From an optimization exercise on the open Yosys and OpenROAD flow, aimed at small area; shortcuts taken in it are not production practice.
Only simulation tests tie the RTL to the original design; equivalence was not proved.
The clock cells of runs 4 to 6 come from the design's own scripts or RTL, not from TritonCTS.
The flow treats the clock pin as an ideal source. Dropping or thinning the clock tree relies on that and would not hold on a real chip.
Power figures rest on the tool's default switching activity, not on a simulated workload.

===== design.v =====
module deserializador (
    input logic clock,
    input logic tick_100KHz,
    input logic tick_10KHz,
    input logic reset,
    input logic data_in,
    input logic write_in,
    input logic accept,
    output logic status_out,
    output logic enq_req,
    output logic enq_window,
    input  logic bit_taken,
    output logic bit_new,
    output logic bit_out
);
    typedef enum logic [1:0]
    {
        AGUARDA = 2'b00,
        RECEBE  = 2'b01,
        PRONTO  = 2'b10,                     
        ESPERA  = 2'b11
    } mode_t;
    mode_t mode;
    logic [2:0] bits_count;
    assign status_out = (mode == ESPERA) || (mode == PRONTO && bits_count[2]);
    assign enq_req    = (mode == ESPERA) && (bits_count == 3'd3);
    assign enq_window = (mode == ESPERA) && (bits_count == 3'd4);
    logic store;
    assign store      = tick_100KHz && mode == RECEBE && write_in;
    always_ff @(posedge clock or posedge reset) begin
        if (reset) begin
            mode       <= AGUARDA;
            bits_count <= 3'b0;
        end
        else begin
            case (mode)
                AGUARDA: if (tick_100KHz && write_in) mode <= RECEBE;
                RECEBE: if (tick_100KHz) begin
                    if (write_in) begin
                        bits_count <= bits_count + 1'b1;
                        if (bits_count == 3'd7) mode <= PRONTO;
                    end
                    else mode <= AGUARDA;
                end
                PRONTO: if (tick_100KHz && !bits_count[2]) mode <= ESPERA;
                ESPERA: begin
                    if (bits_count[2] && (bits_count[1] || bits_count[0])) begin
                        if (tick_100KHz) begin
                            bits_count <= bits_count + 1'b1;
                            if (bits_count == 3'd7) mode <= AGUARDA;
                        end
                    end
                    else if (tick_10KHz) begin
                        bits_count <= bits_count + 1'b1;
                        if (bits_count == 3'd3 && !accept) mode <= PRONTO;
                    end
                end
            endcase
        end
    end
    always_ff @(posedge clock or posedge reset) begin
        if (reset) bit_new <= 1'b0;
        else       bit_new <= store || (bit_new && !bit_taken);
    end
    always_ff @(posedge clock) begin
        if (store) bit_out <= data_in;
    end
endmodule
module fila (
    input logic clock,
    input logic clock_en,
    input logic reset,
    input logic enq_req,                     
    input logic enq_window,                  
    input logic dequeue_in,
    input logic bit_new,                     
    input logic bit_in,
    output logic bit_taken,
    output logic accept,
    output logic [7:0] len_out,
    output logic [7:0] data_out
);
    logic       deq_state;                   
    logic [3:0] len;
    logic [7:0] ring [0:7];
    logic [2:0] head_pos;
    logic [7:0] oldest;
    logic       tail_here;
    logic       deq_now;
    assign len_out   = {4'b0, len};
    assign accept    = !deq_state && !len[3];
    assign tail_here = (head_pos + len[2:0] == 3'd0);
    assign deq_now   = clock_en && deq_state;
    assign bit_taken = tail_here;
    always_ff @(posedge clock) begin
        ring[0] <= (tail_here && bit_new) ? {bit_in, ring[7][7:1]} : ring[7];
        for (int i = 1; i < 8; i++) ring[i] <= ring[i-1];
        if (head_pos == 3'd0 && !len[3]) oldest <= ring[7];
    end
    always_ff @(posedge clock or posedge reset) begin
        if (reset) head_pos <= 3'd0;
        else if (!deq_now) head_pos <= head_pos - 3'd1;
    end
    always_ff @(posedge clock or posedge reset) begin
        if (reset) begin
            deq_state <= 1'b0;
            len       <= 4'd0;
            data_out  <= 8'b0;
        end
        else if (clock_en) begin
            if (deq_state) begin
                data_out  <= oldest;
                len       <= len - 4'd1;
                deq_state <= 1'b0;
            end
            else if (enq_window) begin
                len <= len + 4'd1;
            end
            else if (!(enq_req && !len[3]) && dequeue_in && len != 4'd0) begin
                deq_state <= 1'b1;
            end
        end
    end
endmodule
module top_module
(
    input logic clock_1MHz,
    input logic reset,
    input logic data_in,
    input logic write_in,
    input logic dequeue_in,
    output logic status_out,
    output logic [7:0] len_out,
    output logic [7:0] data_out
);
    logic [4:0] j;
    logic [3:0] c2;
    logic tick_100KHz;
    logic tick_10KHz;
    logic j_wrap;
    logic c2_is4;
    assign tick_100KHz = j[3] && !j[4];
    assign j_wrap      = j[4] && !j[3];
    assign c2_is4      = c2[2] && !c2[1] && !c2[0];
    assign tick_10KHz  = j_wrap && c2_is4;
    always_ff @(posedge clock_1MHz or posedge reset) begin
        if (reset) begin
            j  <= 5'd0;
            c2 <= 4'd0;
        end
        else begin
            j <= {j[3:0], !j[4]};
            if (j_wrap) begin
                c2[0] <= !c2[0];
                c2[1] <= c2[1] ^ (c2[0] && !c2[3]);
                c2[2] <= c2[2] ^ (c2[1] && c2[0]);
                c2[3] <= c2[3] ? !c2[0] : (c2[2] && c2[1] && c2[0]);
            end
        end
    end
    logic       bit_data;
    logic       bit_new;
    logic       bit_taken;
    logic       enq_req;
    logic       enq_window;
    logic       accept;
    deserializador deserializer
    (
        .clock(clock_1MHz),
        .tick_100KHz(tick_100KHz),
        .tick_10KHz(tick_10KHz),
        .reset(reset),
        .data_in(data_in),
        .write_in(write_in),
        .accept(accept),
        .status_out(status_out),
        .enq_req(enq_req),
        .enq_window(enq_window),
        .bit_taken(bit_taken),
        .bit_new(bit_new),
        .bit_out(bit_data)
    );
    fila queue
    (
        .clock(clock_1MHz),
        .clock_en(tick_10KHz),
        .reset(reset),
        .enq_req(enq_req),
        .enq_window(enq_window),
        .dequeue_in(dequeue_in),
        .bit_new(bit_new),
        .bit_in(bit_data),
        .bit_taken(bit_taken),
        .accept(accept),
        .len_out(len_out),
        .data_out(data_out)
    );
endmodule

===== flow/run.sh =====
#!/bin/bash
# Standard ORFS layout (the standard.sh, unchanged synthesis) with two
# layout choices added to config.mk:
#  - port buffers use the smallest buffer, sky130_fd_sc_hd__buf_1;
#  - CTS without dummy loads, with clkbuf_8 as the clock buffer.
# make's full output goes to flow_make.log here; ORFS keeps each tool's own
# log under orfs/logs/.
set -euo pipefail
cat >> config.mk <<'EOT'
export BUFFER_PORTS_ARGS = -buffer_cell sky130_fd_sc_hd__buf_1
export CTS_ARGS = -sink_clustering_enable -repair_clock_nets -dont_use_dummy_load -buf_list sky130_fd_sc_hd__clkbuf_8
EOT
bash standard.sh finish > flow_make.log 2>&1

===== standard.sh =====
#!/bin/bash
# synth_recipe.tcl (not shown) runs the flow's synth.tcl, then flattens the netlist and writes it again
# the make line also repeats each setting of config.mk as NAME=value (left out here)
make -C /OpenROAD-flow-scripts/flow DESIGN_CONFIG=/design/flow/config.mk WORK_HOME=/design/flow/orfs CLKGATE_MAP_FILE= SYNTH_SCRIPT=/design/flow/synth_recipe.tcl "${@:-finish}"

===== config.mk =====
export PLATFORM = sky130hd
export DESIGN_NAME = top_module
export DESIGN_NICKNAME = top_module
export VERILOG_FILES = /design/flow/design.v
export SDC_FILE = /design/flow/constraint.sdc
export NUM_CORES = 4
export LEC_CHECK = 0
export CAP_MARGIN = 0
export CORE_MARGIN = 2
export CORE_UTILIZATION = 70
export SLEW_MARGIN = 0
export SYNTH_HIERARCHICAL = 1
export BUFFER_PORTS_ARGS = -buffer_cell sky130_fd_sc_hd__buf_1
export CTS_ARGS = -sink_clustering_enable -repair_clock_nets -dont_use_dummy_load -buf_list sky130_fd_sc_hd__clkbuf_8

===== constraint.sdc =====
create_clock -name core_clock -period 5.0 [get_ports {clock_1MHz}]
set_input_delay 1.0000 -clock core_clock [delete_from_list [all_inputs] [get_ports {clock_1MHz}]]
set_output_delay 1.0000 -clock core_clock [all_outputs]
set_load 0.01 [all_outputs]

==> qor.csv, run 1 <==
stage,metric,value,unit
route,residual DRC count,0,
global_route,initial antenna violation count,0,
critical_path,Critical Path AT,2.78,ns
timing,final worst path period need,2.546,ns
clock_network,post_cts resized,0,
route,drt total wl,5012,um
placement,routability cong.,0.8167,
clock_network,cts hold-fix bufs,0,
timing,count of pins over their slew limit,0,
min_path,worst hold path class,reg2reg,
yosys,Post-synth EDFFs,9,
power_and_ir_drop,Cell Int Power,0.001080,W
route,DR pass1 iterations,4,
yosys,Synth Warn #,10,
final_layout,fin nets,270,
timing,# setup viols final,0,
critical_path,WP data required,5.23,ns
route,DR vias,1657,
route,antenna-violating nets left,0,
yosys,Most used DFF post-synth,dfxtp_1,
final_layout,antenna cells,0,
floorplanning,Die Span Y,72.50,um
clock_network,Num CTS Buffers,9,
timing,fmax,392.8,MHz
power_and_ir_drop,Comb pwr share,6.6,%
clock_network,Post-CTS Setup Bufs,0,
placement,DP Cell Count,294,
final_layout,Layout area overhead,6.933,%
clock_network,Skew-Pair Late Insertion Delay,0.36,ns
power_and_ir_drop,Flop pwr share,65.3,%
global_route,vias in the first global route,1734,
placement,Place WS,2.460,ns
critical_path,crit-path max FO,8,
floorplanning,row count,24,
floorplanning,CORE AREA,4444,um^2
critical_path,critical setup path kind,reg2reg,
power_and_ir_drop,Peak VDD IR,316.4,uV
clock_network,Root Driver,clkbuf_8,
final_layout,fin area,3512,um^2
power_and_ir_drop,clock power share,28.1,%
floorplanning,Die X,72.50,um
power_and_ir_drop,P per Cell Area,393.2,nW/um^2
final_layout,sequential cell area,2327,um^2
critical_path,crit-path cells,"ha_1, fa_1, xnor2_1, mux2i_2, mux2_2",
global_route,Tot GR Track Use,22.35,%
timing,Setup TNS Final,0,ns
critical_path,CP top delay family,multiplexers,
global_route,remaining global-route overflow,0,
yosys,register area share after synthesis,70.86,%
yosys,Post-Synthesis Cells,228,
power_and_ir_drop,switching part of the total,21.81,%
yosys,Netlist cell types,48,
yosys,register bit total from synthesis,104,
floorplanning,starting density of the core,73.90,%
route,WL per Instance,16.54,um
timing,clock skew,0.02591,ns
power_and_ir_drop,P_sw,0.0003012,W
clock_network,Longest Clk Path Bufs,2,
critical_path,Critical-path top delay cell,mux2i_2,
critical_path,Critical Path End Type,flop,
placement,dpl cell area,3388,um^2
timing,final setup margin,2.454,ns
route,Vias per Instance,5.469,
timing,Slew @ Worst Pin,0.7638,ns
critical_path,crit start category,flop,
power_and_ir_drop,leak pwr,1.552,nW
clock_network,Sink Count,104,
final_layout,layout cells sized above 1,13.15,%
clock_network,Worst-path clk slew,0.10,ns
placement,Buffers on Ports,17,
floorplanning,die area,5256,um^2
global_route,first-pass GRT wire length,8321,um
yosys,syn_area_per_cell,14.41,um^2
route,number of DRC markers in iteration 0,94,
placement,post-DP HPWL,3488,um
critical_path,Worst path max stage delay,0.63,ns
global_route,largest net degree at the start of global routing,19,
timing,RSZ-0062 raised after global routing,no,
timing,Tcrit/Tclk final,50.92,%
yosys,Post-Syn Area,3284,um^2
final_layout,fillers,261,
floorplanning,io pins,22,
final_layout,"non-filler cells, final",303,
timing,Fin. Hold Viols,0,
final_layout,area of the multi-input gates,868.3,um^2
critical_path,crit path buf inv count,0,
yosys,asr flop ratio synth,29.81,%
clock_network,htree depth,3,
status,status,timing/DRC/antenna clean,
timing,normalized max-slew margin,48.36,%
flow_run,max_cap viols,0,
clock_network,CTS tree,done,
[logic make-up after synthesis]
group | synth area share [%]
simple gates | 7.238
mux | 6.666
buf+inv | 3.047
fa+ha+maj | 5.029
compound gates | 4.152
flops | 70.86
xor+xnor | 2.896
other cells | 0.1142
[layout make-up]
type | instances | area share [%]
Inverter | 15 | 1.603
Tap cell | 52 | 1.853
Timing Repair Buffer | 18 | 2.031
Multi-Input combinational cell | 105 | 24.72
Clock buffer | 9 | 3.527
Sequential cell | 104 | 66.26
[worst paths after layout]
kind / start / end / slack [ns] / depth (start not counted)
min: queue.ring[5][0] / queue.ring[6][0] / 0.30 / 0
max: queue.len[0] / queue.ring[0][7] / 2.45 / 5
min reg2reg: queue.ring[5][0] / queue.ring[6][0] / 0.30 / 0
min in group asynchronous: reset / deserializer.bit_new / 0.59 / 2
max reg2reg: queue.len[0] / queue.ring[0][7] / 2.45 / 5
max in group asynchronous: reset / queue.data_out[5] / 3.85 / 2
[synthesized netlist by cell type, drive strengths merged, types with 3 or more instances]
cell type,count,area share (%)
a21oi,3,0.46
buf,6,1.2
dfrtp,31,24
dfxtp,64,39
edfxtp,9,8.2
ha,10,3.8
inv,15,1.7
mux2,17,5.9
nand2,12,1.4
nand3b,3,0.69
nor2,4,0.46
nor3,4,0.61
o21ai,5,0.88
xnor2,8,2.4
[registers in the layout (all words and copies together), names as in the netlist]
| signal | count |
|---|---|
| queue.head_pos | 3 |
| queue.deq_state | 1 |
| deserializer.bits_count | 3 |
| queue.ring | 64 |
| deserializer.mode | 2 |
| deserializer.bit_new | 1 |
| queue.data_out | 8 |
| queue.oldest | 8 |
| queue.len | 4 |
| deserializer.bit_out | 1 |
| c2 | 4 |
| j | 5 |
[power groups by stage]
| stage | sequential (W) | combinational, W | clock, W |
|---|---|---|---|
| finish | 0.000901 | 0.0000916 | 0.000388 |
| global route | 0.000907 | 0.000105 | 0.000429 |
| CTS | 0.000901 | 0.0000923 | 0.000401 |
| detailed placement | 0.000919 | 0.0000908 | 0 |
| global placement | 0.000915 | 0.0000844 | 0 |
| floorplan | 0.000903 | 0.0000868 | 0 |
[per-stage QoR]
step | utilization, % | power (W) | hold slack [ns]
2_1_floorplan | - | 0.0009900 | 0.3096
3_3_place_gp | 76.24 | 0.0009997 | 0.3104
3_5_place_dp | 76.24 | 0.001010 | 0.3121
4_1_cts | 79.03 | 0.001394 | 0.3034
5_1_grt | 79.03 | 0.001441 | 0.3062
6_report | 79.03 | 0.001381 | 0.3029
[modules after synthesis, one instance, submodules excluded]
module | times used | area [um^2] | flops+latches | cells inside
fila | 1 | 2484 | 88 | 155
deserializador | 1 | 473.0 | 7 | 49
top_module | 1 | 327.8 | 9 | 24
[placed cells by master (no fill, tap or decap), types with 2 or more instances in the layout]
master	synthesis	layout
edfxtp_1	9	9
conb_1	1	4
nor4bb_1	2	2
fa_1	2	2
inv_1	15	15
ha_1	10	10
o21ai_0	3	3
o22ai_1	2	2
mux2_2	16	16
clkbuf_8	0	9
nor3_1	4	4
dfrtp_1	31	31
a21oi_1	3	3
xor2_1	2	2
dfxtp_1	64	64
nor2b_1	2	2
a31oi_1	2	2
nand2_1	12	12
nor4b_1	2	2
and3_1	2	2
nand3b_1	3	3
nor2_1	4	4
buf_1	0	17
xnor2_1	7	7
[routing by layer]
layer,global-route usage [%],vias up,share of wire (%)
li1,-,801,-
met1,27.36,820,44
met2,35.98,30,50
met3,8.472,6,4.0
met4,9.259,0,1.5
met5,0,-,0
==> inputs of run 2 (changes only) <==
==> flow/run.sh (replaced) <==
#!/bin/bash
# Layout flow: the standard.sh with three changes.
#  1. After the standard synthesis (standard.sh synth, unchanged), the
#     combinational logic of its netlist is mapped again by ABC for area
#     (flow/remap.abc). The flip-flops are kept as they are: same cells, same
#     instance names. A Yosys equivalence check against the standard netlist
#     must pass, else the standard netlist is kept.
#  2. Port buffers use the smallest buffer, sky130_fd_sc_hd__buf_1.
#  3. CTS without dummy loads, with clkbuf_8 as the clock buffer.
# Each tool's output goes to a log file here (log_*.log); ORFS keeps its
# per-step logs under orfs/logs/.
set -euo pipefail
W=$(pwd)
F=$W/flow
cat >> config.mk <<'EOT'
export BUFFER_PORTS_ARGS = -buffer_cell sky130_fd_sc_hd__buf_1
export CTS_ARGS = -sink_clustering_enable -repair_clock_nets -dont_use_dummy_load -buf_list sky130_fd_sc_hd__clkbuf_8
EOT

bash standard.sh synth > log_synth.log 2>&1

R=$W/orfs/results/$FLOW_PLATFORM/top_module/base
Y=$FLOW_HOME/../tools/install/yosys/bin/yosys
[[ -x $Y ]] || Y=yosys
P=$FLOW_HOME/platforms/$FLOW_PLATFORM
L=$P/lib/sky130_fd_sc_hd__tt_025C_1v80.lib
DU=$(sed -n '/DONT_USE_CELLS/,/^$/p' $P/config.mk | grep -oE 'sky130_fd_sc_hd__[a-z0-9_]+' | sed 's/^/-dont_use /' | tr '\n' ' ')
SEQ='sky130_fd_sc_hd__*df* sky130_fd_sc_hd__dl* sky130_fd_sc_hd__conb*'

cp $R/1_2_yosys.v $W/standard_1_2_yosys.v
$Y -l log_remap.log -p "
read_liberty -ignore_miss_func $L
read_verilog $W/standard_1_2_yosys.v
hierarchy -top $FLOW_TOP
setattr -mod -set keep_hierarchy 1 $SEQ
flatten
rename -hide w:_*_.*
opt_clean -purge
abc -liberty $L $DU -script $F/remap.abc
opt_clean -purge
select $FLOW_TOP
splitnets
opt_clean -purge
insbuf -buf sky130_fd_sc_hd__buf_4 A X
write_verilog -noattr -noexpr -nohex -nodec -selected $W/remap_1_2_yosys.v
" > /dev/null 2>&1 || true

ok=0
if [[ -s $W/remap_1_2_yosys.v ]]; then
  $Y -l log_equiv.log -p "
read_liberty -ignore_miss_func $L
read_verilog $W/standard_1_2_yosys.v
rename $FLOW_TOP gold
read_verilog $W/remap_1_2_yosys.v
rename $FLOW_TOP gate
hierarchy -check
flatten gold gate
opt_clean
async2sync
equiv_make gold gate equiv
hierarchy -top equiv
equiv_simple -seq 2
equiv_induct -seq 2
equiv_status -assert
" > /dev/null 2>&1 && ok=1 || true
fi
if [[ $ok == 1 ]]; then
  echo "remapped netlist is equivalent: using it" > log_choice.log
  cp $W/remap_1_2_yosys.v $R/1_2_yosys.v
else
  echo "remapped netlist not proven equivalent: keeping the standard one" > log_choice.log
fi

bash standard.sh finish > log_finish.log 2>&1
==> flow/remap.abc (new file) <==
&get -n
&st
&dch -f
&nf -R 1000 -p
&put
==> run 2 against run 1 <==
Net effect: highest routed layer unchanged; setup slack better by 0.37 ns; critical path type is now reg2out; sequential power down 4.9%; largest power group unchanged; largest cell class unchanged; critical endpoint is now status_out; still clean; via count down 5.5%.
==> qor.csv, run 2 <==
stage,metric,value,unit
min_path,worst hold path class,reg2reg,
final_layout,most frequent cells in the layout,"dfxtp_1 (64), dfrtp_1 (31), buf_1 (17), nor2_1 (16), mux2_1 (16)",
yosys,Post-Synthesis Cells,210,
clock_network,Post-CTS Setup Bufs,0,
clock_network,Worst-path clk slew,0.09,ns
clock_network,htree depth,3,
final_layout,"most common cell after layout, fill and taps aside",dfxtp_1,
floorplanning,CORE AREA,4086,um^2
critical_path,critical setup path kind,reg2out,
critical_path,RR Endpoint,deserializer.bits_count[1],
flow_run,max_cap viols,0,
clock_network,Skew-Pair Late Insertion Delay,0.36,ns
critical_path,Critical Path End Type,output pin,
power_and_ir_drop,Cell Int Power,0.001017,W
clock_network,Root Driver,clkbuf_8,
timing,normalized max-slew margin,58.04,%
global_route,remaining global-route overflow,0,
final_layout,layout cells sized above 1,4.237,%
status,status,timing/DRC/antenna clean,
power_and_ir_drop,P per Cell Area,388.8,nW/um^2
final_layout,fin util,79.91,%
global_route,vias in the first global route,1631,
clock_network,cts hold-fix bufs,0,
route,WL per Instance,17.17,um
floorplanning,row count,23,
floorplanning,Die X,69.76,um
timing,Slew @ Worst Pin,0.6255,ns
final_layout,fillers,217,
timing,Tcrit/Tclk final,43.47,%
critical_path,WP data required,4.00,ns
power_and_ir_drop,PnR Total Power,0.001270,W
placement,routability cong.,0.8284,
route,residual DRC count,0,
power_and_ir_drop,Comb pwr share,1.6,%
timing,# setup viols final,0,
route,drt total wl,4911,um
power_and_ir_drop,clock power share,31.0,%
final_layout,fin area,3266,um^2
final_layout,number of flip-flops in the largest register,64,
route,antenna-violating nets left,0,
clock_network,Sink Count,104,
critical_path,Critical Path AT,1.17,ns
floorplanning,Die Span Y,69.76,um
power_and_ir_drop,Flop pwr share,67.5,%
timing,Fin Hold WS,0.3240,ns
power_and_ir_drop,P_sw,0.0002532,W
min_path,Hold Path Depth,0,
timing,final worst path period need,2.174,ns
floorplanning,io pins,22,
route,DR vias,1566,
min_path,Worst Hold Endpoint,queue.ring[3][5],
timing,fmax,460.1,MHz
global_route,largest net degree at the start of global routing,19,
route,Vias per Instance,5.476,
clock_network,post_cts resized,0,
global_route,Global Route met1 Usage,28.57,%
placement,post-DP HPWL,3278,um
clock_network,Longest Clk Path Bufs,2,
route,number of DRC markers in iteration 0,105,
floorplanning,die area,4866,um^2
global_route,Tot GR Track Use,23.11,%
global_route,Most Crowded Layer GR,met2,
global_route,first-pass GRT wire length,8197,um
clock_network,Num CTS Buffers,9,
power_and_ir_drop,leak pwr,1.423,nW
timing,RSZ-0062 raised after global routing,no,
clock_network,CTS tree,done,
placement,Buffers on Ports,17,
critical_path,Reg-to-Reg Start,j[3],
global_route,M2 GR Usage,37.61,%
critical_path,R2R depth,8,
yosys,Synth Warn #,10,
final_layout,largest registers,"queue.ring x64, queue.data_out x8, queue.oldest x8",
power_and_ir_drop,switching part of the total,19.94,%
critical_path,crit-path max FO,12,
critical_path,crit start category,flop,
route,DR pass1 iterations,4,
global_route,initial antenna violation count,0,
final_layout,Layout area overhead,7.896,%
yosys,Post-Syn Area,3027,um^2
critical_path,Worst R2R Setup Slack,2.93,ns
final_layout,"Most flops, register",queue.ring,
timing,clock skew,0.02976,ns
final_layout,antenna cells,0,
floorplanning,starting density of the core,74.07,%
timing,count of pins over their slew limit,0,
min_path,HP Start,queue.ring[2][5],
global_route,met3 Use GR,8.866,%
power_and_ir_drop,Peak VDD IR,360.4,uV
yosys,syn_area_per_cell,14.41,um^2
timing,Fin. Hold Viols,0,
timing,Setup TNS Final,0,ns
placement,dpl cell area,3142,um^2
final_layout,fin nets,243,
## run 2: metal layers
metal	part of all wire, %	up-vias	routed length (um)
li1	-	748	-
met1	43	762	2107
met2	51	45	2507
met3	4.3	11	212
met4	1.7	0	84
met5	0	-	0
## run 2: how the worst max path moves through the flow
stage / cells past startpoint / from / endpoint
6_report: 2 / deserializer.mode[1] / status_out
4_1_cts: 2 / deserializer.mode[1] / status_out
3_5_place_dp: 3 / write_in / deserializer.bit_out
2_1_floorplan: 1 / queue.len[3] / queue.oldest[0]
5_1_grt: 8 / j[3] / deserializer.bits_count[1]
3_3_place_gp: 3 / write_in / deserializer.bit_out
## run 2: through the flow
stage | worst slack [ns] | cells
after floorplan | 3.239 | 213
after global placement | 2.985 | 277
after detailed placement | 2.967 | 277
after CTS | 2.822 | 286
after global routing | 2.735 | 286
final | 2.827 | 286
## run 2: power groups by stage
stage / sequential, W / clock [W] / combinational [W]
2_1_floorplan: 0.000872 / 0 / 0.0000167
3_3_place_gp: 0.000874 / 0 / 0.0000186
3_5_place_dp: 0.000874 / 0 / 0.0000199
4_1_cts: 0.000856 / 0.000402 / 0.0000202
5_1_grt: 0.000857 / 0.000436 / 0.0000233
6_report: 0.000857 / 0.000393 / 0.0000198
## run 2: critical path, cell delays in order (launching register included)
cell and delay [ns]:
dfrtp_1 0.53, o21a_1 0.17, buf_1 0.14
## run 2: layout make-up
cell class / instances / area [um^2] / share of cell area [%]
tap: 50 / 62.56 / 1.916
sequential: 104 / 2327 / 71.26
inverter: 4 / 15.01 / 0.4598
multi-input combinational: 101 / 665.6 / 20.38
clock buffer: 9 / 123.9 / 3.793
timing repair buffer: 18 / 71.32 / 2.184
==> inputs of run 3 (changes only) <==
--- a/design.v
+++ b/design.v
@@ -84,21 +84,23 @@
     logic [3:0] len;
     logic [7:0] ring [0:7];
-    logic [2:0] head_pos;
+    logic [2:0] tail_pos;
     logic [7:0] oldest;
     logic       tail_here;
     logic       deq_now;
+    logic       enq_now;
     assign len_out   = {4'b0, len};
     assign accept    = !deq_state && !len[3];
-    assign tail_here = (head_pos + len[2:0] == 3'd0);
+    assign tail_here = (tail_pos == 3'd0);
     assign deq_now   = clock_en && deq_state;
+    assign enq_now   = clock_en && enq_window;
     assign bit_taken = tail_here;
     always_ff @(posedge clock) begin
         ring[0] <= (tail_here && bit_new) ? {bit_in, ring[7][7:1]} : ring[7];
         for (int i = 1; i < 8; i++) ring[i] <= ring[i-1];
-        if (head_pos == 3'd0 && !len[3]) oldest <= ring[7];
-    end
-    always_ff @(posedge clock or posedge reset) begin
-        if (reset) head_pos <= 3'd0;
-        else if (!deq_now) head_pos <= head_pos - 3'd1;
+        if (tail_pos == len[2:0] && !len[3]) oldest <= ring[7];
+    end
+    always_ff @(posedge clock or posedge reset) begin
+        if (reset) tail_pos <= 3'd0;
+        else if (!enq_now) tail_pos <= tail_pos - 3'd1;
     end
     always_ff @(posedge clock or posedge reset) begin
--- a/flow/run.sh
+++ b/flow/run.sh
@@ -8,4 +8,5 @@
 #  2. Port buffers use the smallest buffer, sky130_fd_sc_hd__buf_1.
 #  3. CTS without dummy loads, with clkbuf_8 as the clock buffer.
+#  4. The tie cell of the constant outputs is not copied for each output.
 # Each tool's output goes to a log file here (log_*.log); ORFS keeps its
 # per-step logs under orfs/logs/.
@@ -16,4 +17,5 @@
 export BUFFER_PORTS_ARGS = -buffer_cell sky130_fd_sc_hd__buf_1
 export CTS_ARGS = -sink_clustering_enable -repair_clock_nets -dont_use_dummy_load -buf_list sky130_fd_sc_hd__clkbuf_8
+export SKIP_REPAIR_TIE_FANOUT = 1
 EOT
 
--- a/config.mk
+++ b/config.mk
@@ -13,2 +13,3 @@
 export BUFFER_PORTS_ARGS = -buffer_cell sky130_fd_sc_hd__buf_1
 export CTS_ARGS = -sink_clustering_enable -repair_clock_nets -dont_use_dummy_load -buf_list sky130_fd_sc_hd__clkbuf_8
+export SKIP_REPAIR_TIE_FANOUT = 1
==> run 3 against run 2 <==
Net effect: sequential power is essentially flat; register-to-register slack lost 0.15 ns; count of clock-buffer cells in the layout is the same; synthesized area shrank 0.50%; hold slack lost 0.0061 ns; routed wire length shrank 12%; critical endpoint unchanged; highest routed layer unchanged; setup slack lost 0.062 ns; clock skew grew 0.0020 ns; final cell count shrank 3.1%; final area shrank 0.61%; non-clock buffer count is the same.
==> qor.csv, run 3 <==
stage,metric,value,unit
final_layout,fin util,79.99,%
timing,RSZ-0062 raised after global routing,no,
final_layout,largest registers,"queue.ring x64, queue.data_out x8, queue.oldest x8",
global_route,first-pass GRT wire length,7196,um
global_route,remaining global-route overflow,0,
route,antenna-violating nets left,0,
floorplanning,row count,23,
clock_network,Worst-path clk slew,0.08,ns
global_route,Global Route met1 Usage,26.34,%
floorplanning,io pins,22,
route,Vias per Instance,5.401,
timing,Fin Hold WS,0.3178,ns
final_layout,fillers,219,
critical_path,crit path buf inv count,1,
critical_path,crit-path max FO,14,
final_layout,antenna cells,0,
clock_network,Num CTS Buffers,9,
final_layout,fin area,3246,um^2
clock_network,post_cts resized,0,
placement,routability cong.,0.7354,
timing,Slew @ Worst Pin,1.031,ns
timing,count of pins over their slew limit,0,
clock_network,Root Driver,clkbuf_8,
global_route,initial antenna violation count,0,
timing,clock skew,0.03179,ns
clock_network,htree depth,3,
floorplanning,die area,4843,um^2
timing,final worst path period need,2.236,ns
critical_path,critical setup path kind,reg2out,
route,WL per Instance,15.68,um
status,status,timing/DRC/antenna clean,
critical_path,Critical-path top delay cell,dfrtp_1,
global_route,largest net degree at the start of global routing,19,
final_layout,"most common cell after layout, fill and taps aside",dfxtp_1,
final_layout,most frequent cells in the layout,"dfxtp_1 (64), dfrtp_1 (31), buf_1 (17), mux2_1 (16), nor2_1 (13)",
placement,post-DP HPWL,2942,um
global_route,Most Crowded Layer GR,met2,
flow_run,max_cap viols,0,
global_route,Tot GR Track Use,20.32,%
floorplanning,CORE AREA,4058,um^2
route,DR pass1 iterations,4,
clock_network,Post-CTS Setup Bufs,0,
final_layout,number of flip-flops in the largest register,64,
yosys,Post-Syn Area,3012,um^2
final_layout,Layout area overhead,7.769,%
min_path,worst hold path class,reg2reg,
final_layout,"non-filler cells, final",277,
placement,dpl cell area,3122,um^2
critical_path,Worst path max stage delay,0.58,ns
timing,Setup TNS Final,0,ns
clock_network,Skew-Pair Late Insertion Delay,0.35,ns
final_layout,area of the multi-input gates,645.6,um^2
min_path,Hold Path Depth,0,
clock_network,Sink Count,104,
critical_path,Critical Path AT,1.24,ns
yosys,syn_area_per_cell,14.76,um^2
clock_network,CTS tree,done,
timing,# setup viols final,0,
route,number of DRC markers in iteration 0,52,
timing,Fin. Hold Viols,0,
power_and_ir_drop,leak pwr,1.391,nW
critical_path,CP Depth,2,
timing,Tcrit/Tclk final,44.72,%
route,DR vias,1496,
clock_network,cts hold-fix bufs,0,
yosys,Synth Warn #,10,
global_route,M2 GR Usage,30.34,%
placement,DP Cell Count,268,
critical_path,WP data required,4.00,ns
power_and_ir_drop,Peak VDD IR,372.4,uV
critical_path,CP top delay family,flip-flops,
yosys,Post-Synthesis Cells,204,
timing,normalized max-slew margin,31.07,%
final_layout,sequential cell area,2327,um^2
critical_path,R2R depth,4,
power_and_ir_drop,P per Cell Area,389.1,nW/um^2
floorplanning,Die X,69.59,um
placement,Buffers on Ports,17,
timing,fmax,447.3,MHz
route,drt total wl,4344,um
floorplanning,Die Span Y,69.59,um
final_layout,layout cells sized above 1,4.846,%
global_route,vias in the first global route,1489,
clock_network,Longest Clk Path Bufs,2,
critical_path,crit-path cells,"o21a_1, buf_1",
critical_path,crit start category,flop,
final_layout,fin nets,234,
route,residual DRC count,0,
floorplanning,starting density of the core,74.22,%
final_layout,"Most flops, register",queue.ring,
critical_path,Critical Path End Type,output pin,
global_route,met3 Use GR,6.831,%
run 3: routing by layer:
| metal | up-vias | part of all wire (%) | wire length [um] |
|---|---|---|---|
| li1 | 729 | - | - |
| met1 | 724 | 46 | 2008 |
| met2 | 29 | 46 | 2005 |
| met3 | 14 | 4.8 | 210 |
| met4 | 0 | 2.8 | 120 |
| met5 | - | 0 | 0 |
run 3: final timing paths:
path	from	end	slack, ns
hold / removal	queue.ring[2][1]	queue.ring[3][1]	0.32
min in group asynchronous	reset	deserializer.mode[0]	0.58
max in group asynchronous	reset	queue.len[3]	4.01
setup reg to reg	j[3]	queue.data_out[1]	2.78
hold reg to reg	queue.ring[2][1]	queue.ring[3][1]	0.32
setup / recovery	deserializer.mode[1]	status_out	2.76
run 3: cell type report:
type                            count  area share (%)
Clock buffer                        9           3.817
Timing Repair Buffer               18           2.197
Multi-Input combinational cell     92           19.89
Sequential cell                   104           71.70
Tap cell                           50           1.928
Inverter                            4          0.4626
run 3: worst reg2reg max path, delay by kind of cell (launching register included):
| family | cells | cell delay, ns |
|---|---|---|
| DFF | 1 | 0.40 |
| muxes | 1 | 0.43 |
| and+or+nand+nor | 3 | 1.25 |
run 3: where the power goes:
group           total, W  internal (W)  leakage, nW  switching (W)
Sequential      0.000858      0.000850         1.01     0.00000779
Combinational  0.0000186    0.00000572        0.314      0.0000128
Clock           0.000386      0.000162       0.0647       0.000225
Total            0.00126       0.00102         1.39       0.000245
run 3: through the flow:
| step | power (W) | setup WS (ns) |
|---|---|---|
| final | 0.001263 | 2.764 |
| after global routing | 0.001304 | 2.551 |
| after CTS | 0.001273 | 2.756 |
| after detailed placement | 0.0008945 | 2.771 |
| after global placement | 0.0008929 | 2.882 |
| after floorplan | 0.0008900 | 3.055 |
==> inputs of run 4 (changes only) <==
--- a/flow/run.sh
+++ b/flow/run.sh
@@ -1,4 +1,4 @@
 #!/bin/bash
-# Layout flow: the standard.sh with three changes.
+# Layout flow: the standard.sh with four changes.
 #  1. After the standard synthesis (standard.sh synth, unchanged), the
 #     combinational logic of its netlist is mapped again by ABC for area
@@ -7,5 +7,7 @@
 #     must pass, else the standard netlist is kept.
 #  2. Port buffers use the smallest buffer, sky130_fd_sc_hd__buf_1.
-#  3. CTS without dummy loads, with clkbuf_8 as the clock buffer.
+#  3. A one-level clock tree built by flow/clock_tree.tcl (hooked in with
+#     PRE_CTS_TCL): three clkbuf_16, each driving a third of the flip-flops,
+#     nearest first, fed by the clock port.
 #  4. The tie cell of the constant outputs is not copied for each output.
 # Each tool's output goes to a log file here (log_*.log); ORFS keeps its
@@ -14,7 +16,7 @@
 W=$(pwd)
 F=$W/flow
-cat >> config.mk <<'EOT'
+cat >> config.mk <<EOT
 export BUFFER_PORTS_ARGS = -buffer_cell sky130_fd_sc_hd__buf_1
-export CTS_ARGS = -sink_clustering_enable -repair_clock_nets -dont_use_dummy_load -buf_list sky130_fd_sc_hd__clkbuf_8
+export PRE_CTS_TCL = $F/cts_pre.tcl
 export SKIP_REPAIR_TIE_FANOUT = 1
 EOT
==> flow/clock_tree.tcl (new file) <==
# Hand-built one-level clock tree: the flip-flops are split into k clusters
# of nearly equal size by location (capacity-limited k-means), each cluster
# is driven by one leaf buffer at its centre, and the leaves are driven by
# the clock port directly or through one root buffer.
proc my_clock_tree { k leaf root } {
  set block [ord::get_db_block]
  set clk_net [$block findNet clock_1MHz]
  set sinks {}
  foreach it [$clk_net getITerms] {
    set bb [[$it getInst] getBBox]
    lappend sinks [list $it [expr {([$bb xMin]+[$bb xMax])/2.0}] [expr {([$bb yMin]+[$bb yMax])/2.0}]]
  }
  set n [llength $sinks]
  set cap [expr {($n + $k - 1) / $k}]
  set sorted [lsort -real -index 1 $sinks]
  set cx {}; set cy {}
  for {set i 0} {$i < $k} {incr i} {
    set s [lindex $sorted [expr {int(($i + 0.5) * $n / $k)}]]
    lappend cx [lindex $s 1]; lappend cy [lindex $s 2]
  }
  for {set iter 0} {$iter < 40} {incr iter} {
    set pairs {}
    for {set j 0} {$j < $n} {incr j} {
      set s [lindex $sinks $j]
      for {set i 0} {$i < $k} {incr i} {
        lappend pairs [list $j $i [expr {abs([lindex $s 1]-[lindex $cx $i]) + abs([lindex $s 2]-[lindex $cy $i])}]]
      }
    }
    set assign [lrepeat $n -1]
    set sc [lrepeat $k 0]
    foreach p [lsort -real -index 2 $pairs] {
      lassign $p j i d
      if {[lindex $assign $j] >= 0 || [lindex $sc $i] >= $cap} continue
      lset assign $j $i
      lset sc $i [expr {[lindex $sc $i] + 1}]
    }
    set sx [lrepeat $k 0.0]; set sy [lrepeat $k 0.0]
    for {set j 0} {$j < $n} {incr j} {
      set i [lindex $assign $j]; set s [lindex $sinks $j]
      lset sx $i [expr {[lindex $sx $i] + [lindex $s 1]}]
      lset sy $i [expr {[lindex $sy $i] + [lindex $s 2]}]
    }
    for {set i 0} {$i < $k} {incr i} {
      if {[lindex $sc $i] > 0} {
        lset cx $i [expr {[lindex $sx $i] / [lindex $sc $i]}]
        lset cy $i [expr {[lindex $sy $i] / [lindex $sc $i]}]
      }
    }
  }
  set db [ord::get_db]
  set lm [$db findMaster $leaf]
  set src $clk_net
  if {$root ne ""} {
    set rinst [odb::dbInst_create $block [$db findMaster $root] clkroot_buf]
    set rnet [odb::dbNet_create $block clkroot_net]
    $rnet setSigType CLOCK
    [$rinst findITerm A] connect $clk_net
    [$rinst findITerm X] connect $rnet
    set mx 0.0; set my 0.0
    for {set i 0} {$i < $k} {incr i} { set mx [expr {$mx + [lindex $cx $i]/$k}]; set my [expr {$my + [lindex $cy $i]/$k}] }
    $rinst setLocation [expr {int($mx)}] [expr {int($my)}]
    $rinst setPlacementStatus PLACED
    set src $rnet
  }
  set nets {}
  for {set i 0} {$i < $k} {incr i} {
    set inst [odb::dbInst_create $block $lm clkleaf_buf_$i]
    set net [odb::dbNet_create $block clkleaf_net_$i]
    $net setSigType CLOCK
    [$inst findITerm A] connect $src
    [$inst findITerm X] connect $net
    $inst setLocation [expr {int([lindex $cx $i])}] [expr {int([lindex $cy $i])}]
    $inst setPlacementStatus PLACED
    lappend nets $net
  }
  for {set j 0} {$j < $n} {incr j} {
    set it [lindex [lindex $sinks $j] 0]
    $it disconnect
    $it connect [lindex $nets [lindex $assign $j]]
  }
  puts "my_clock_tree: $n sinks, $k leaves of $leaf, root '$root', cluster sizes $sc"
}
==> flow/cts_pre.tcl (new file) <==
# Sourced by ORFS's cts.tcl (PRE_CTS_TCL) before it calls
# clock_tree_synthesis: that call builds the hand-made tree of
# clock_tree.tcl instead of TritonCTS's H-tree: three clkbuf_16 leaves fed
# by the clock port. The rest of the CTS step (detailed placement, timing
# repair) runs unchanged.
source [file join [file dirname [info script]] clock_tree.tcl]
proc clock_tree_synthesis { args } {
  my_clock_tree 3 sky130_fd_sc_hd__clkbuf_16 ""
  set_propagated_clock [all_clocks]
}
--- a/config.mk
+++ b/config.mk
@@ -12,4 +12,4 @@
 export SYNTH_HIERARCHICAL = 1
 export BUFFER_PORTS_ARGS = -buffer_cell sky130_fd_sc_hd__buf_1
-export CTS_ARGS = -sink_clustering_enable -repair_clock_nets -dont_use_dummy_load -buf_list sky130_fd_sc_hd__clkbuf_8
+export PRE_CTS_TCL = /design/flow/flow/cts_pre.tcl
 export SKIP_REPAIR_TIE_FANOUT = 1
==> run 4 against run 3 <==
Net effect: synthesized cell count did not move; largest cell class unchanged; clock power fell by 22%; maximum frequency fell by 1.6%; critical endpoint is now queue.len[2]; clock skew fell by 0.020 ns; register-to-register slack got worse by 0.05 ns; final area fell by 1.5%; global-route usage fell by 1.5 points.
==> qor.csv, run 4 <==
stage,metric,value,unit
route,Vias per Instance,5.465,
critical_path,R2R depth,6,
timing,fmax,440.2,MHz
clock_network,Worst-path clk slew,0.12,ns
min_path,Hold Path Depth,0,
timing,# setup viols final,0,
min_path,HP Start,queue.ring[4][5],
clock_network,cts hold-fix bufs,0,
critical_path,WP data required,5.11,ns
flow_run,max_cap viols,0,
placement,post-DP HPWL,2942,um
power_and_ir_drop,Comb pwr share,1.6,%
route,antenna-violating nets left,0,
floorplanning,Die X,69.59,um
final_layout,sequential cell area,2327,um^2
yosys,Post-Syn Area,3012,um^2
power_and_ir_drop,P_sw,0.0002099,W
min_path,worst hold path class,reg2reg,
global_route,remaining global-route overflow,0,
route,residual DRC count,0,
global_route,largest net degree at the start of global routing,36,
power_and_ir_drop,switching part of the total,17.82,%
final_layout,area of the multi-input gates,645.6,um^2
route,number of DRC markers in iteration 0,75,
route,WL per Instance,16.46,um
power_and_ir_drop,Flop pwr share,72.9,%
route,DR vias,1481,
timing,count of pins over their slew limit,0,
yosys,syn_area_per_cell,14.76,um^2
critical_path,Critical Path AT,2.38,ns
power_and_ir_drop,PnR Total Power,0.001178,W
critical_path,crit-path max FO,5,
final_layout,number of flip-flops in the largest register,64,
timing,Fin. Hold Viols,0,
critical_path,crit start category,flop,
timing,Tcrit/Tclk final,45.43,%
final_layout,layout cells sized above 1,2.262,%
final_layout,largest registers,"queue.ring x64, queue.data_out x8, queue.oldest x8",
global_route,initial antenna violation count,0,
floorplanning,Die Span Y,69.59,um
timing,Slew @ Worst Pin,1.113,ns
timing,final worst path period need,2.272,ns
clock_network,Post-CTS Setup Bufs,0,
critical_path,Reg-to-Reg Start,j[3],
floorplanning,die area,4843,um^2
floorplanning,row count,23,
placement,Buffers on Ports,17,
clock_network,post_cts resized,0,
min_path,Worst Hold Endpoint,queue.ring[5][5],
critical_path,Critical Path End Type,flop,
timing,Setup TNS Final,0,ns
final_layout,most frequent cells in the layout,"dfxtp_1 (64), dfrtp_1 (31), buf_1 (17), mux2_1 (16), nor2_1 (13)",
clock_network,Skew-Pair Late Insertion Delay,0.18,ns
power_and_ir_drop,leak pwr,1.364,nW
power_and_ir_drop,Cell Int Power,0.0009684,W
final_layout,antenna cells,0,
global_route,first-pass GRT wire length,7265,um
critical_path,RR Endpoint,queue.len[2],
placement,routability cong.,0.7354,
timing,clock skew,0.01144,ns
power_and_ir_drop,Peak VDD IR,344.5,uV
timing,normalized max-slew margin,25.58,%
final_layout,fin nets,228,
yosys,Post-Synthesis Cells,204,
power_and_ir_drop,clock power share,25.6,%
status,status,timing/DRC/antenna clean,
final_layout,"most common cell after layout, fill and taps aside",dfxtp_1,
critical_path,critical setup path kind,reg2reg,
global_route,Tot GR Track Use,18.82,%
power_and_ir_drop,P per Cell Area,368.6,nW/um^2
floorplanning,io pins,22,
timing,RSZ-0062 raised after global routing,no,
final_layout,Layout area overhead,6.149,%
final_layout,fillers,214,
route,DR pass1 iterations,4,
route,drt total wl,4462,um
floorplanning,starting density of the core,74.22,%
placement,dpl cell area,3122,um^2
final_layout,"Most flops, register",queue.ring,
floorplanning,CORE AREA,4058,um^2
yosys,Synth Warn #,10,
global_route,vias in the first global route,1448,
final_layout,fin area,3197,um^2
critical_path,Worst R2R Setup Slack,2.73,ns
run 4: power by group through the flow:
stage	Sequential (W)	Clock [W]	Combinational [W]
CTS	0.000858	0.000304	0.0000187
global route	0.000860	0.000329	0.0000209
floorplan	0.000874	0	0.0000159
finish	0.000858	0.000301	0.0000187
global placement	0.000876	0	0.0000172
detailed placement	0.000876	0	0.0000185
run 4: area by class of cell:
class / count / area share, %
Buffer: 3 / 2.348
Inverter: 4 / 0.4697
Multi-Input combinational cell: 92 / 20.20
Sequential cell: 104 / 72.80
Tap cell: 50 / 1.957
Timing Repair Buffer: 18 / 2.231
run 4: worst max path at each step:
stage | from | end | slack, ns | cells after the start
2_1_floorplan | queue.len[0] | queue.oldest[0] | 3.06 | 2
3_3_place_gp | j[3] | queue.data_out[0] | 2.88 | 4
3_5_place_dp | j[3] | queue.data_out[1] | 2.77 | 4
4_1_cts | j[3] | queue.len[2] | 2.75 | 6
5_1_grt | j[3] | queue.len[3] | 2.58 | 6
6_report | j[3] | queue.len[2] | 2.73 | 6
run 4: per-stage QoR:
stage	hold WS (ns)	util (%)	instances	worst slack (ns)
after detailed placement	0.3121	76.93	268	2.771
final	0.3295	78.79	271	2.728
after global routing	0.3382	78.79	271	2.575
after floorplan	0.3096	-	204	3.055
after global placement	0.3095	76.93	268	2.882
after CTS	0.3332	78.79	271	2.754
run 4: critical path, stage by stage (launching register included):
cell      delay, ns
dfrtp_1        0.42
nand2b_1       0.18
nor4b_1        0.67
nor2b_1        0.37
a21oi_1        0.18
nor2_1         0.23
xor2_1         0.16
run 4: metal layers:
layer	routed length, um	up-vias	part of all wire, %	GRT usage (%)
met2	2195	38	49	32.91
li1	-	717	-	-
met5	0	-	0	0
met4	72	0	1.6	2.614
met3	159	7	3.6	1.453
met1	2035	719	46	26.82
==> inputs of run 5 (changes only) <==
--- a/design.v
+++ b/design.v
@@ -16,11 +16,13 @@
     typedef enum logic [1:0]
     {
-        AGUARDA = 2'b00,
-        RECEBE  = 2'b01,
-        PRONTO  = 2'b10,                     
-        ESPERA  = 2'b11
+        AGUARDA = 2'b11,
+        RECEBE  = 2'b10,
+        PRONTO  = 2'b01,                     
+        ESPERA  = 2'b00
     } mode_t;
     mode_t mode;
+    logic [2:0] cnt_q;                       
     logic [2:0] bits_count;
+    assign bits_count = cnt_q ^ 3'b111;
     assign status_out = (mode == ESPERA) || (mode == PRONTO && bits_count[2]);
     assign enq_req    = (mode == ESPERA) && (bits_count == 3'd3);
@@ -31,5 +33,5 @@
         if (reset) begin
             mode       <= AGUARDA;
-            bits_count <= 3'b0;
+            cnt_q      <= 3'b111;
         end
         else begin
@@ -38,5 +40,5 @@
                 RECEBE: if (tick_100KHz) begin
                     if (write_in) begin
-                        bits_count <= bits_count + 1'b1;
+                        cnt_q <= (bits_count + 1'b1) ^ 3'b111;
                         if (bits_count == 3'd7) mode <= PRONTO;
                     end
@@ -47,10 +49,10 @@
                     if (bits_count[2] && (bits_count[1] || bits_count[0])) begin
                         if (tick_100KHz) begin
-                            bits_count <= bits_count + 1'b1;
+                            cnt_q <= (bits_count + 1'b1) ^ 3'b111;
                             if (bits_count == 3'd7) mode <= AGUARDA;
                         end
                     end
                     else if (tick_10KHz) begin
-                        bits_count <= bits_count + 1'b1;
+                        cnt_q <= (bits_count + 1'b1) ^ 3'b111;
                         if (bits_count == 3'd3 && !accept) mode <= PRONTO;
                     end
==> run 5 against run 4 <==
Net effect: global-route usage fell by 0.71 points; clock skew fell by 0.0070 ns; critical path depth rose by 1; routed wire length fell by 2.1%; maximum frequency fell by 4.4%; via count fell by 2.6%; first-iteration DRC count rose by 12%; register-to-register slack got worse by 0.11 ns; synthesized area barely moved; die area barely moved; largest cell class unchanged; largest power group unchanged.
==> qor.csv, run 5 <==
stage,metric,value,unit
status,status,timing/DRC/antenna clean,
route,DR pass1 iterations,4,
route,DR vias,1442,
floorplanning,CORE AREA,4086,um^2
final_layout,largest registers,"queue.ring x64, queue.data_out x8, queue.oldest x8",
final_layout,layout cells sized above 1,4.525,%
global_route,vias in the first global route,1472,
clock_network,cts hold-fix bufs,0,
yosys,Post-Syn Area,3014,um^2
critical_path,crit start category,flop,
power_and_ir_drop,leak pwr,1.352,nW
final_layout,fin nets,228,
timing,Fin. Hold Viols,0,
clock_network,Skew-Pair Late Insertion Delay,0.17,ns
critical_path,crit-path max FO,5,
floorplanning,starting density of the core,73.76,%
placement,Buffers on Ports,17,
clock_network,Post-CTS Setup Bufs,0,
critical_path,WP data required,5.10,ns
route,residual DRC count,0,
yosys,Synth Warn #,10,
route,met3 routed WL,96,um
timing,Setup TNS Final,0,ns
yosys,syn_area_per_cell,14.78,um^2
placement,dpl cell area,3124,um^2
floorplanning,Die Span Y,69.62,um
timing,fmax,420.6,MHz
global_route,Tot GR Track Use,18.11,%
final_layout,fin area,3199,um^2
global_route,initial antenna violation count,0,
clock_network,post_cts resized,0,
global_route,remaining global-route overflow,0,
route,DR WL met2,2120,um
min_path,worst hold path class,reg2reg,
timing,normalized max-slew margin,31.39,%
placement,post-DP HPWL,3005,um
critical_path,Critical Path End Type,flop,
critical_path,critical setup path kind,reg2reg,
floorplanning,io pins,22,
final_layout,Layout area overhead,6.144,%
route,wire length on met1,2111,um
route,highest routed layer,met4,
route,WL per Instance,16.12,um
final_layout,most frequent cells in the layout,"dfxtp_1 (64), dfrtp_1 (26), buf_1 (17), mux2_1 (16), nor2_1 (10)",
final_layout,"Most flops, register",queue.ring,
timing,RSZ-0062 raised after global routing,no,
critical_path,CP top delay family,simple AND/OR/NAND/NOR gates,
critical_path,Critical Path AT,2.48,ns
flow_run,max_cap viols,0,
route,number of DRC markers in iteration 0,84,
global_route,largest net degree at the start of global routing,36,
timing,Tcrit/Tclk final,47.55,%
critical_path,Critical-path top delay cell,nor4b_1,
clock_network,Worst-path clk slew,0.11,ns
final_layout,number of flip-flops in the largest register,64,
route,Vias per Instance,5.321,
critical_path,crit path buf inv count,0,
floorplanning,row count,23,
final_layout,"most common cell after layout, fill and taps aside",dfxtp_1,
timing,count of pins over their slew limit,0,
timing,final worst path period need,2.377,ns
route,antenna-violating nets left,0,
timing,Slew @ Worst Pin,1.027,ns
global_route,first-pass GRT wire length,7162,um
yosys,Post-Synthesis Cells,204,
power_and_ir_drop,P per Cell Area,394.1,nW/um^2
timing,clock skew,0.004405,ns
route,drt total wl,4368,um
floorplanning,Die X,69.62,um
timing,# setup viols final,0,
floorplanning,die area,4847,um^2
critical_path,crit-path cells,"nand2b_1, nor4b_1, nor2b_1, a21oi_1, a21oi_1, nor2b_1, xor2_1",
power_and_ir_drop,Peak VDD IR,329.6,uV
final_layout,antenna cells,0,
critical_path,Worst path max stage delay,0.67,ns
placement,routability cong.,0.8365,
## run 5: area by class of cell
class / instances / area, um^2
Buffer: 3 / 75.07
Fill cell: 240 / 887.1
Inverter: 6 / 22.52
Multi-Input combinational cell: 90 / 634.4
Sequential cell: 104 / 2333
Tap cell: 50 / 62.56
Timing Repair Buffer: 18 / 71.32
## run 5: path summary, 6_finish.rpt
kind                                         to  cells after the start        startpoint  slack, ns
min                            queue.ring[2][1]                      0  queue.ring[1][1]       0.34
max                                queue.len[2]                      7              j[3]       2.62
min in group asynchronous  deserializer.bit_new                      2             reset       0.72
max in group asynchronous          queue.len[1]                      2             reset       3.89
max reg2reg                        queue.len[2]                      7              j[3]       2.62
min reg2reg                    queue.ring[2][1]                      0  queue.ring[1][1]       0.34
## run 5: through the flow
step	hold slack, ns	cells	power, W	setup slack (ns)	util, %
2_1_floorplan	0.3096	204	0.0009576	3.019	-
3_3_place_gp	0.3103	268	0.0009684	2.813	76.45
3_5_place_dp	0.3121	268	0.0009773	2.653	76.45
4_1_cts	0.3394	271	0.001264	2.638	78.29
5_1_grt	0.3424	271	0.001305	2.449	78.29
6_report	0.3394	271	0.001261	2.623	78.29
## run 5: power breakdown
part	leakage, nW	total (W)	switching, W	internal (W)
combinational	0.310	0.0000574	0.0000361	0.0000213
clock	0.0370	0.000300	0.000188	0.000112
sequential	1.01	0.000904	0.0000284	0.000875
total	1.35	0.00126	0.000252	0.00101
## run 5: per-layer routing
metal / up-vias / GRT usage (%)
li1: 713 / -
met1: 709 / 27.66
met4: 0 / 1.923
met3: 5 / 1.017
met2: 15 / 30.34
met5: - / 0
==> inputs of run 6 (changes only) <==
--- a/design.v
+++ b/design.v
@@ -16,13 +16,13 @@
     typedef enum logic [1:0]
     {
-        AGUARDA = 2'b11,
-        RECEBE  = 2'b10,
-        PRONTO  = 2'b01,                     
-        ESPERA  = 2'b00
+        AGUARDA = 2'b01,
+        RECEBE  = 2'b11,
+        PRONTO  = 2'b00,                     
+        ESPERA  = 2'b10
     } mode_t;
     mode_t mode;
     logic [2:0] cnt_q;                       
     logic [2:0] bits_count;
-    assign bits_count = cnt_q ^ 3'b111;
+    assign bits_count = cnt_q ^ 3'b000;
     assign status_out = (mode == ESPERA) || (mode == PRONTO && bits_count[2]);
     assign enq_req    = (mode == ESPERA) && (bits_count == 3'd3);
@@ -33,5 +33,5 @@
         if (reset) begin
             mode       <= AGUARDA;
-            cnt_q      <= 3'b111;
+            cnt_q      <= 3'b000;
         end
         else begin
@@ -40,5 +40,5 @@
                 RECEBE: if (tick_100KHz) begin
                     if (write_in) begin
-                        cnt_q <= (bits_count + 1'b1) ^ 3'b111;
+                        cnt_q <= (bits_count + 1'b1) ^ 3'b000;
                         if (bits_count == 3'd7) mode <= PRONTO;
                     end
@@ -49,10 +49,10 @@
                     if (bits_count[2] && (bits_count[1] || bits_count[0])) begin
                         if (tick_100KHz) begin
-                            cnt_q <= (bits_count + 1'b1) ^ 3'b111;
+                            cnt_q <= (bits_count + 1'b1) ^ 3'b000;
                             if (bits_count == 3'd7) mode <= AGUARDA;
                         end
                     end
                     else if (tick_10KHz) begin
-                        cnt_q <= (bits_count + 1'b1) ^ 3'b111;
+                        cnt_q <= (bits_count + 1'b1) ^ 3'b000;
                         if (bits_count == 3'd3 && !accept) mode <= PRONTO;
                     end
@@ -86,5 +86,7 @@
     logic [3:0] len;
     logic [7:0] ring [0:7];
+    logic [2:0] tail_q;                      
     logic [2:0] tail_pos;
+    assign tail_pos = tail_q ^ 3'b101;
     logic [7:0] oldest;
     logic       tail_here;
@@ -103,6 +105,6 @@
     end
     always_ff @(posedge clock or posedge reset) begin
-        if (reset) tail_pos <= 3'd0;
-        else if (!enq_now) tail_pos <= tail_pos - 3'd1;
+        if (reset) tail_q <= 3'b101;
+        else if (!enq_now) tail_q <= (tail_pos - 3'd1) ^ 3'b101;
     end
     always_ff @(posedge clock or posedge reset) begin
==> flow/remap.abc (replaced) <==
strash
dch -f
amap -m
==> run 6 against run 5 <==
Net effect: utilization shrank 0.71 points; routed wire length up 7.6%; die area shrank 1.8%; final area shrank 2.3%; clock power hardly changed; via count rose by 8.5%; setup slack lost 0.47 ns; hold slack got worse by 0.0028 ns; final cell count up 5.2%; global-route usage is 2.4 points higher; still clean on timing, DRC and antenna; register-to-register slack lost 0.47 ns; sequential power shrank 3.1%.
==> qor.csv, run 6 <==
stage,metric,value,unit
route,residual DRC count,0,
critical_path,WP data required,5.07,ns
critical_path,Worst R2R Setup Slack,2.16,ns
final_layout,fin util,77.58,%
yosys,syn_area_per_cell,13.37,um^2
timing,Fin. Hold Viols,0,
global_route,first-pass GRT wire length,7203,um
timing,# setup viols final,0,
final_layout,fillers,242,
critical_path,critical setup path kind,reg2reg,
route,antenna-violating nets left,0,
timing,normalized max-slew margin,25.18,%
yosys,Post-Synthesis Cells,221,
status,status,timing/DRC/antenna clean,
clock_network,Skew-Pair Late Insertion Delay,0.18,ns
global_route,Tot GR Track Use,20.49,%
power_and_ir_drop,Flop pwr share,71.8,%
global_route,initial antenna violation count,0,
power_and_ir_drop,PnR Total Power,0.001221,W
placement,post-DP HPWL,3285,um
final_layout,"most common cell after layout, fill and taps aside",dfxtp_1,
timing,final worst path period need,2.845,ns
final_layout,Layout area overhead,5.758,%
floorplanning,Die X,68.98,um
placement,routability cong.,0.8360,
final_layout,largest registers,"queue.ring x64, queue.data_out x8, queue.oldest x8",
critical_path,Critical Path AT,2.91,ns
timing,Setup TNS Final,0,ns
global_route,vias in the first global route,1511,
power_and_ir_drop,Cell Int Power,0.0009881,W
timing,clock skew,0.01595,ns
clock_network,cts hold-fix bufs,0,
flow_run,max_cap viols,0,
critical_path,most used cell along the critical path,clkinv_1,
route,WL per Instance,16.49,um
timing,Tcrit/Tclk final,56.90,%
critical_path,Critical Path End Type,flop,
floorplanning,CORE AREA,4029,um^2
final_layout,sequential cell area,2331,um^2
timing,fmax,351.5,MHz
critical_path,Critical-path top delay cell,nor2_1,
power_and_ir_drop,P_sw,0.0002326,W
clock_network,post_cts resized,0,
placement,Buffers on Ports,17,
min_path,worst hold path class,reg2reg,
power_and_ir_drop,Comb pwr share,3.7,%
clock_network,Worst-path clk slew,0.12,ns
final_layout,"Most flops, register",queue.ring,
floorplanning,row count,23,
yosys,Synth Warn #,10,
timing,Slew @ Worst Pin,1.120,ns
route,drt total wl,4701,um
final_layout,layout cells sized above 1,2.979,%
yosys,Post-Syn Area,2955,um^2
timing,count of pins over their slew limit,0,
final_layout,most frequent cells in the layout,"dfxtp_1 (64), dfrtp_1 (28), nor2_1 (20), clkinv_1 (19), buf_1 (17)",
floorplanning,io pins,22,
final_layout,fin nets,242,
clock_network,Post-CTS Setup Bufs,0,
timing,RSZ-0062 raised after global routing,no,
placement,Place WS,2.175,ns
critical_path,crit-path cells,"clkinv_1, nor2_1, nand2_1, nor3_1, clkinv_1, nor2_1, clkinv_1, o22a_1",
final_layout,number of flip-flops in the largest register,64,
final_layout,antenna cells,0,
route,number of DRC markers in iteration 0,116,
power_and_ir_drop,P per Cell Area,390.5,nW/um^2
floorplanning,starting density of the core,73.35,%
route,DR vias,1565,
power_and_ir_drop,clock power share,24.5,%
global_route,largest net degree at the start of global routing,36,
global_route,remaining global-route overflow,0,
final_layout,area of the multi-input gates,521.8,um^2
power_and_ir_drop,Peak VDD IR,335.1,uV
route,Vias per Instance,5.491,
power_and_ir_drop,leak pwr,1.269,nW
floorplanning,Die Span Y,68.98,um
timing,final setup margin,2.155,ns
floorplanning,die area,4758,um^2
route,DR pass1 iterations,4,
critical_path,crit-path max FO,11,
critical_path,crit start category,flop,
power_and_ir_drop,switching part of the total,19.05,%
timing,Fin Hold WS,0.3366,ns
critical_path,Worst path max stage delay,0.63,ns
## run 6: per-stage QoR
step,instance area (um^2),instances
floorplan,2955,221
global placement,3050,282
detailed placement,3050,282
CTS,3126,285
global route,3126,285
finish,3126,285
## run 6: power groups by stage
| stage | logic (W) | registers (W) | clock network [W] |
|---|---|---|---|
| after floorplan | 0.0000346 | 0.000891 | 0 |
| after global placement | 0.0000382 | 0.000892 | 0 |
| after detailed placement | 0.0000436 | 0.000895 | 0 |
| after CTS | 0.0000444 | 0.000876 | 0.000301 |
| after global routing | 0.0000513 | 0.000879 | 0.000327 |
| final | 0.0000448 | 0.000876 | 0.000300 |
## run 6: path summary, 6_finish.rpt
kind	from	end	cells after the start
min reg2reg	queue.ring[4][3]	queue.ring[5][3]	0
max	j[4]	queue.data_out[6]	8
min in group asynchronous	reset	queue.data_out[3]	2
max in group asynchronous	reset	queue.data_out[0]	2
max reg2reg	j[4]	queue.data_out[6]	8
min	queue.ring[4][3]	queue.ring[5][3]	0
## run 6: worst max-delay path: cells and delay by family, from the launching register on
family | cells | cell delay (ns)
flops | 1 | 0.35
buf+inv | 3 | 0.75
compound gates | 1 | 0.29
simple gates | 4 | 1.36
## run 6: per-layer routing
layer / vias to the layer above / global-route usage, % / share of wire, %
met3: 3 / 1.299 / 2.3
met2: 26 / 40.14 / 53
met4: 0 / 1.471 / 0.70
met5: - / 0 / 0
li1: 778 / - / -
met1: 758 / 25.92 / 44
## run 6: area by class of cell
| type | instances | share of cell area [%] |
|---|---|---|
| repair buffers | 17 | 2.042 |
| plain buffers | 3 | 2.402 |
| flip-flops and latches | 104 | 74.58 |
| inverters | 19 | 2.282 |
| multi-input cells | 92 | 16.69 |
| well taps | 50 | 2.002 |

[what the ideal ports hide]
No port has a modelled driver above. Below, the same layouts with a new extraction and two added sets of constraints. Step 1: set_driving_cell puts a clkbuf_16 on clock_1MHz and a buf_2 on each other input, an assumption about the parent block. Step 2, shift: input delay + t, output delay - t, t = (earliest + latest rising clock arrival at the registers) / 2. This alone moves slack from input paths to output paths. Slacks: ideal ports / drivers / drivers and shift; pairs: ideal ports / drivers.
| run | shift t [ns] | slack for setup (ns) | worst hold slack (ns) | worst setup path after step 2 | pins driven straight from the clock port |
|---|---|---|---|---|---|
| run 1 | 0.380 | 2.454 / 2.454 / 2.454 | 0.303 / 0.303 / 0.303 | register to register | 1 |
| run 2 | 0.373 | 2.826 / 2.799 / 2.886 | 0.324 / 0.324 / 0.324 | input to register | 1 |
| run 3 | 0.366 | 2.764 / 2.737 / 2.777 | 0.318 / 0.318 / 0.318 | register to register | 1 |
| run 4 | 0.226 | 2.728 / 2.728 / 2.728 | 0.329 / 0.329 / 0.329 | register to register | 3 |
| run 5 | 0.228 | 2.623 / 2.623 / 2.623 | 0.339 / 0.339 / 0.339 | register to register | 3 |
| run 6 | 0.226 | 2.155 / 2.155 / 2.155 | 0.337 / 0.337 / 0.337 | register to register | 3 |
After both steps setup and hold are still met in every run listed.
